This is an optimization exercise on Yosys and OpenROAD, whose aim is small area, a short achievable clock period and few clock cycles, not a production implementation. For this run, only the layout was checked, not whether the RTL still works.

<file path="config.mk">
export PLATFORM = sky130hd
export DESIGN_NAME = SNN
export DESIGN_NICKNAME = SNN
export VERILOG_FILES = /design/flow/design.v
export SDC_FILE = /design/flow/constraint.sdc
export NUM_CORES = 4
export LEC_CHECK = 0
export CAP_MARGIN = 20
export CORE_MARGIN = 2
export CORE_UTILIZATION = 40
export SLEW_MARGIN = 20
</file>
<file path="constraint.sdc">
create_clock -name core_clock -period 34.0 [get_ports {clk}]
set_input_delay 6.8000 -clock core_clock [delete_from_list [all_inputs] [get_ports {clk}]]
set_output_delay 6.8000 -clock core_clock [all_outputs]
set_load 0.01 [all_outputs]
</file>
<file path="design.v">
module SNN(
	clk,
	rst_n,
	in_valid,
	img,
	ker,
	weight,
	out_valid,
	out_data
);
input clk;
input rst_n;
input in_valid;
input [7:0] img;
input [7:0] ker;
input [7:0] weight;
output reg out_valid;
output reg [9:0] out_data;
localparam [6:0] LAST = 7'd76;
reg [6:0] cnt;
always @(posedge clk or negedge rst_n) begin
	if (!rst_n)              cnt <= 7'd0;
	else if (cnt == 7'd0)    cnt <= in_valid ? 7'd1 : 7'd0;
	else if (cnt == LAST)    cnt <= 7'd0;
	else                     cnt <= cnt + 7'd1;
end
reg [7:0] lb [0:14];
integer i;
always @(posedge clk) begin
	lb[0] <= img;
	for (i = 1; i < 15; i = i + 1) lb[i] <= lb[i-1];
end
reg [7:0] kr [0:8];
reg [7:0] wr [0:3];
always @(posedge clk) begin
	if (cnt < 7'd9) begin
		kr[8] <= ker;
		for (i = 0; i < 8; i = i + 1) kr[i] <= kr[i+1];
	end
end
always @(posedge clk) begin
	if (cnt < 7'd4) begin
		wr[3] <= weight;
		for (i = 0; i < 3; i = i + 1) wr[i] <= wr[i+1];
	end
end
wire [19:0] conv_sum =
	  kr[0] * lb[14] + kr[1] * lb[13] + kr[2] * lb[12]
	+ kr[3] * lb[8]  + kr[4] * lb[7]  + kr[5] * lb[6]
	+ kr[6] * lb[2]  + kr[7] * lb[1]  + kr[8] * lb[0];
reg [19:0] s_r;
always @(posedge clk) s_r <= conv_sum;
reg       cv2;       
reg       first2;    
reg       col2;      
always @(*) begin
	cv2 = 1'b0; first2 = 1'b0; col2 = 1'b0;
	case (cnt)
	7'd16, 7'd52: begin cv2 = 1'b1; first2 = 1'b1; col2 = 1'b0; end
	7'd17, 7'd53: begin cv2 = 1'b1; first2 = 1'b0; col2 = 1'b0; end
	7'd18, 7'd54: begin cv2 = 1'b1; first2 = 1'b1; col2 = 1'b1; end
	7'd19, 7'd55: begin cv2 = 1'b1; first2 = 1'b0; col2 = 1'b1; end
	7'd22, 7'd58, 7'd23, 7'd59: begin cv2 = 1'b1; col2 = 1'b0; end
	7'd24, 7'd60, 7'd25, 7'd61: begin cv2 = 1'b1; col2 = 1'b1; end
	7'd28, 7'd64: begin cv2 = 1'b1; first2 = 1'b1; col2 = 1'b0; end
	7'd29, 7'd65: begin cv2 = 1'b1; first2 = 1'b0; col2 = 1'b0; end
	7'd30, 7'd66: begin cv2 = 1'b1; first2 = 1'b1; col2 = 1'b1; end
	7'd31, 7'd67: begin cv2 = 1'b1; first2 = 1'b0; col2 = 1'b1; end
	7'd34, 7'd70, 7'd35, 7'd71: begin cv2 = 1'b1; col2 = 1'b0; end
	7'd36, 7'd72, 7'd37, 7'd73: begin cv2 = 1'b1; col2 = 1'b1; end
	default: ;
	endcase
end
wire [37:0] q_full = s_r * 18'd233931;
wire [7:0]  q = q_full[36:29];
reg [7:0] pm [0:1];
wire [7:0] pm_sel = col2 ? pm[1] : pm[0];
wire [7:0] pm_new = (first2 || q > pm_sel) ? q : pm_sel;
always @(posedge clk) begin
	if (cv2) begin
		if (col2) pm[1] <= pm_new;
		else      pm[0] <= pm_new;
	end
end
reg fc3, fq3;
always @(*) begin
	fc3 = 1'b0; fq3 = 1'b0;
	case (cnt)
	7'd26, 7'd38, 7'd62, 7'd74: begin fc3 = 1'b1; fq3 = 1'b0; end
	7'd27, 7'd39, 7'd63, 7'd75: begin fc3 = 1'b1; fq3 = 1'b1; end
	default: ;
	endcase
end
wire [7:0] wa = fq3 ? wr[1] : wr[0];
wire [7:0] wb = fq3 ? wr[3] : wr[2];
reg [16:0] fs_r;
always @(posedge clk) fs_r <= pm[0] * wa + pm[1] * wb;
reg       st4;       
reg       ac4;       
reg       fst4;      
reg [1:0] e4;
always @(*) begin
	st4 = 1'b0; ac4 = 1'b0; fst4 = 1'b0; e4 = 2'd0;
	case (cnt)
	7'd27: begin st4 = 1'b1; e4 = 2'd0; end
	7'd28: begin st4 = 1'b1; e4 = 2'd1; end
	7'd39: begin st4 = 1'b1; e4 = 2'd2; end
	7'd40: begin st4 = 1'b1; e4 = 2'd3; end
	7'd63: begin ac4 = 1'b1; fst4 = 1'b1; e4 = 2'd0; end
	7'd64: begin ac4 = 1'b1; e4 = 2'd1; end
	7'd75: begin ac4 = 1'b1; e4 = 2'd2; end
	7'd76: begin ac4 = 1'b1; e4 = 2'd3; end
	default: ;
	endcase
end
wire [34:0] f_full = fs_r * 18'd131587;
wire [7:0]  f = f_full[33:26];
reg [7:0] fa [0:3];
always @(posedge clk) begin
	if (st4) fa[e4] <= f;
end
wire [7:0] fa_sel = fa[e4];
wire [7:0] d = (fa_sel > f) ? fa_sel - f : f - fa_sel;
reg  [9:0] dacc;
wire [9:0] dsum = (fst4 ? 10'd0 : dacc) + {2'b00, d};
always @(posedge clk) begin
	if (ac4) dacc <= dsum;
end
always @(posedge clk or negedge rst_n) begin
	if (!rst_n) begin
		out_valid <= 1'b0;
		out_data  <= 10'd0;
	end else if (cnt == LAST) begin
		out_valid <= 1'b1;
		out_data  <= (dsum < 10'd16) ? 10'd0 : dsum;
	end else begin
		out_valid <= 1'b0;
		out_data  <= 10'd0;
	end
end
endmodule
</file>
<file path="run.sh">
#!/bin/bash
# synth_recipe.tcl (not shown) runs the flow's synth.tcl, then flattens the netlist and writes it again
# the make line also repeats each setting of config.mk as NAME=value (left out here)
make -C /OpenROAD-flow-scripts/flow DESIGN_CONFIG=/design/flow/config.mk WORK_HOME=/design/flow/orfs CLKGATE_MAP_FILE= SYNTH_SCRIPT=/design/flow/synth_recipe.tcl finish
</file>
==> notes.md <==
status=no timing/DRC/antenna violations; largest net degree at the start of global routing=57; Final Max Slew Viols=0; worst r2r src=fs_r[14]$_DFF_P_; Slew headroom=37.1%; TritonCTS Buffers=44; commonest non-fill, non-tap cells in the layout=inv_1, fa_1, ha_1; Worst Hold Class=register to register; reg2reg end=out_data[1]$_DFF_PN0_; Starting Density=40.3%; cts hold-fix bufs=0; Starting DRT DRC Count=1219; startpoint types=register; post-layout min period=8.68 ns; clock skew=0.0294 ns; top_reg_cell synth=edfxtp_1; most common cell after layout, fill and taps aside=inv_1; Pre-Repair DR Iteration Count=5; TritonCTS clock tree=done; async set or reset register ratio after synthesis=5.34%; diodes inserted=0; cells on worst reg2reg path=34; EDFF count, synth=162; DR vias=25700; Cell Rows=118; WL/cell=17.5 um; die area=107000 um^2; Sink Count=337; Setup CP Type=register to register; crit path DAT=9.12 ns; final setup fails=0; vias in the first global route=28500; endpoints failing hold=0; CP most frequent cell=ha_1; met2 Use GR=31.6%; synthesized flop and latch total=337; Post-Syn Area per Cell=10.8 um^2; Post-Syn Instances=3866; routed vias/inst=4.81; H-tree Lvls=2; flop-to-flop setup slack=25.32 ns; Setup Buffers After CTS=0; core area=103000 um^2; IO Port Bufs=37; fin area=45100 um^2; chip width=327 um; achievable frequency=0.115 GHz; CP startpoint=fs_r[14]$_DFF_P_; Top-Level Pins=38; worst-path maximum fanout=9; final-stage net count=5304; share of layout cells above drive strength 1=2.75%; initial antenna violation count=0; setup TNS=0 ns; global-route wire length before repair=154 mm; CTS Buffer Depth=3; crit path capture=out_data[1]$_DFF_PN0_; RSZ-0062 raised after global routing=no; CP max stage delay=0.48 ns; met3 Track Usage GR=2.31%; Worst EP required=34.44 ns; die height=327 um; Final Routed Wirelength=93.5 mm; residual DRC count=0; CTS resizes=0; Syn Nets=5239; Clock Latency Late Sink=0.60 ns; Cell variety after synth=70; met1 usage=24.6%; sequential share of the synthesized area=20.3%; GPL Wtd Cong=0.863; clock root buffer master=clkbuf_16; Slew @ Worst Pin=0.944 ns; hpwl dp=79.8 mm; Final Cycle Share=25.5%; antenna viol nets, final=0; gr ovfl total=0; Synth Warn #=5; dpl cell area=43600 um^2; Crit-path slowest cell=a221oi_1; Layout area overhead=8.36%; clock-pin slew on the worst setup and hold paths=0.06 ns; busiest grt layer=met2; Cell Area, Synth=41600 um^2; Overall Global Routing Usage=18.3%; kind of end point of the critical path=register; max_cap viols=0
cells in the mapped netlist (8+ instances only):
| master | count | share of area (%) |
|---|---|---|
| dfrtp_1 | 18 | 1.1 |
| clkbuf_1 | 16 | 0.14 |
| edfxtp_1 | 162 | 12 |
| a31oi_1 | 8 | 0.12 |
| nor3_1 | 24 | 0.29 |
| a211oi_1 | 10 | 0.18 |
| inv_1 | 875 | 7.9 |
| mux2_2 | 13 | 0.35 |
| nand3_1 | 22 | 0.26 |
| nor2_1 | 44 | 0.40 |
| nand2b_1 | 11 | 0.17 |
| ha_1 | 599 | 18 |
| o21bai_1 | 12 | 0.22 |
| fa_1 | 747 | 36 |
| dfxtp_1 | 157 | 7.6 |
| xnor2_1 | 47 | 0.99 |
| mux2i_1 | 20 | 0.48 |
| nand2_1 | 399 | 3.6 |
| nand4_1 | 11 | 0.17 |
| o21ai_0 | 37 | 0.45 |
| and3_1 | 13 | 0.20 |
| xor2_1 | 17 | 0.36 |
| and2_1 | 367 | 5.5 |
| a21o_1 | 31 | 0.56 |
| a21oi_1 | 56 | 0.67 |
| nor2b_1 | 48 | 0.72 |
| o21a_1 | 11 | 0.20 |
critical path: cells and delay by family, from the launching register on:
family / cells / cell delay [ns]
buffers and inverters: 2 / 0.09
multiplexers: 1 / 0.27
AND/OR/NAND/NOR: 7 / 1.40
XOR/XNOR: 2 / 0.53
adder cells (fa/ha/maj): 8 / 2.59
flip-flops: 1 / 0.46
AO/OA/AOI/OAI: 14 / 3.19
final cells by class:
| cell class | count | area (um^2) |
|---|---|---|
| Fill cell | 9935 | 58300 |
| Multi-Input combinational cell | 2628 | 29700 |
| Sequential cell | 337 | 8460 |
| Inverter | 876 | 3290 |
| Tap cell | 1380 | 1730 |
| Clock buffer | 47 | 1130 |
| Timing Repair Buffer | 44 | 420 |
| Clock inverter | 35 | 309 |
stage by stage:
| step | cells | util [%] | worst slack (ns) | hold WS [ns] |
|---|---|---|---|---|
| global route | 5347 | 43.6 | 24.46 | 0.327 |
| CTS | 5346 | 43.6 | 25.36 | 0.324 |
| detailed placement | 5264 | 42.2 | 25.41 | 0.312 |
| finish | 5347 | 43.6 | 25.32 | 0.324 |
| global placement | 5264 | 42.2 | 25.59 | 0.310 |
| floorplan | 3866 | - | 20.64 | 0.310 |
flip-flops by register name, summed over array words and instances (netlist names):
name       count
cnt            7
wr            32
s_r           20
out_data      10
lb           120
dacc          10
out_valid      1
pm            16
kr            72
fa            32
fs_r          17
layer usage:
| metal | vias up | share of wire [%] |
|---|---|---|
| li1 | 12100 | - |
| met4 | 0 | 2.3 |
| met2 | 368 | 49 |
| met3 | 108 | 3.5 |
| met1 | 13100 | 45 |
| met5 | - | 0 |
worst min-delay path by stage:
stage / start / end / depth (start not counted)
floorplan: lb[9][0]$_DFF_P_ / lb[10][0]$_DFF_P_ / 0
global placement: lb[11][3]$_DFF_P_ / lb[12][3]$_DFF_P_ / 0
detailed placement: lb[9][2]$_DFF_P_ / lb[10][2]$_DFF_P_ / 0
CTS: lb[4][0]$_DFF_P_ / lb[5][0]$_DFF_P_ / 0
global route: lb[11][5]$_DFF_P_ / lb[12][5]$_DFF_P_ / 0
finish: lb[5][5]$_DFF_P_ / lb[6][5]$_DFF_P_ / 0
cell families (layout without fill, tap and decap cells):
group | Yosys count | in the layout | synth area share, %
adder cells (fa/ha/maj) | 1346 | 1346 | 54.0
buffers and inverters | 901 | 1002 | 8.20
AND/OR/NAND/NOR | 971 | 971 | 11.9
multiplexers | 33 | 33 | 0.833
AO/OA/AOI/OAI | 214 | 214 | 3.40
flip-flops | 337 | 337 | 20.3
XOR/XNOR | 64 | 64 | 1.35

## re-timing with driven ports
Ports are ideal in the flow. The routed layout listed here was re-timed in OpenROAD. Step 1 assumes that a clkbuf_16 drives the clock port and a buf_2 every other input. Step 2 moves the port delays by t, midway between the first and last clock arrival at a register: inputs arrive t later, outputs are due t later. That takes back most of the time a late clock gives input paths. a / b / c = ideal ports / drivers / drivers and shift; a / b = the first two.
shift t [ns]: 0.645
setup slack, ns: 25.317 / 25.317 / 25.317
clock arrival spread, ns: 0.031 / 0.031
After both steps this run still meets setup and hold. For this run, drivers alone change the setup slack by 0.000 ns; drivers and shift together by 0.000 ns.
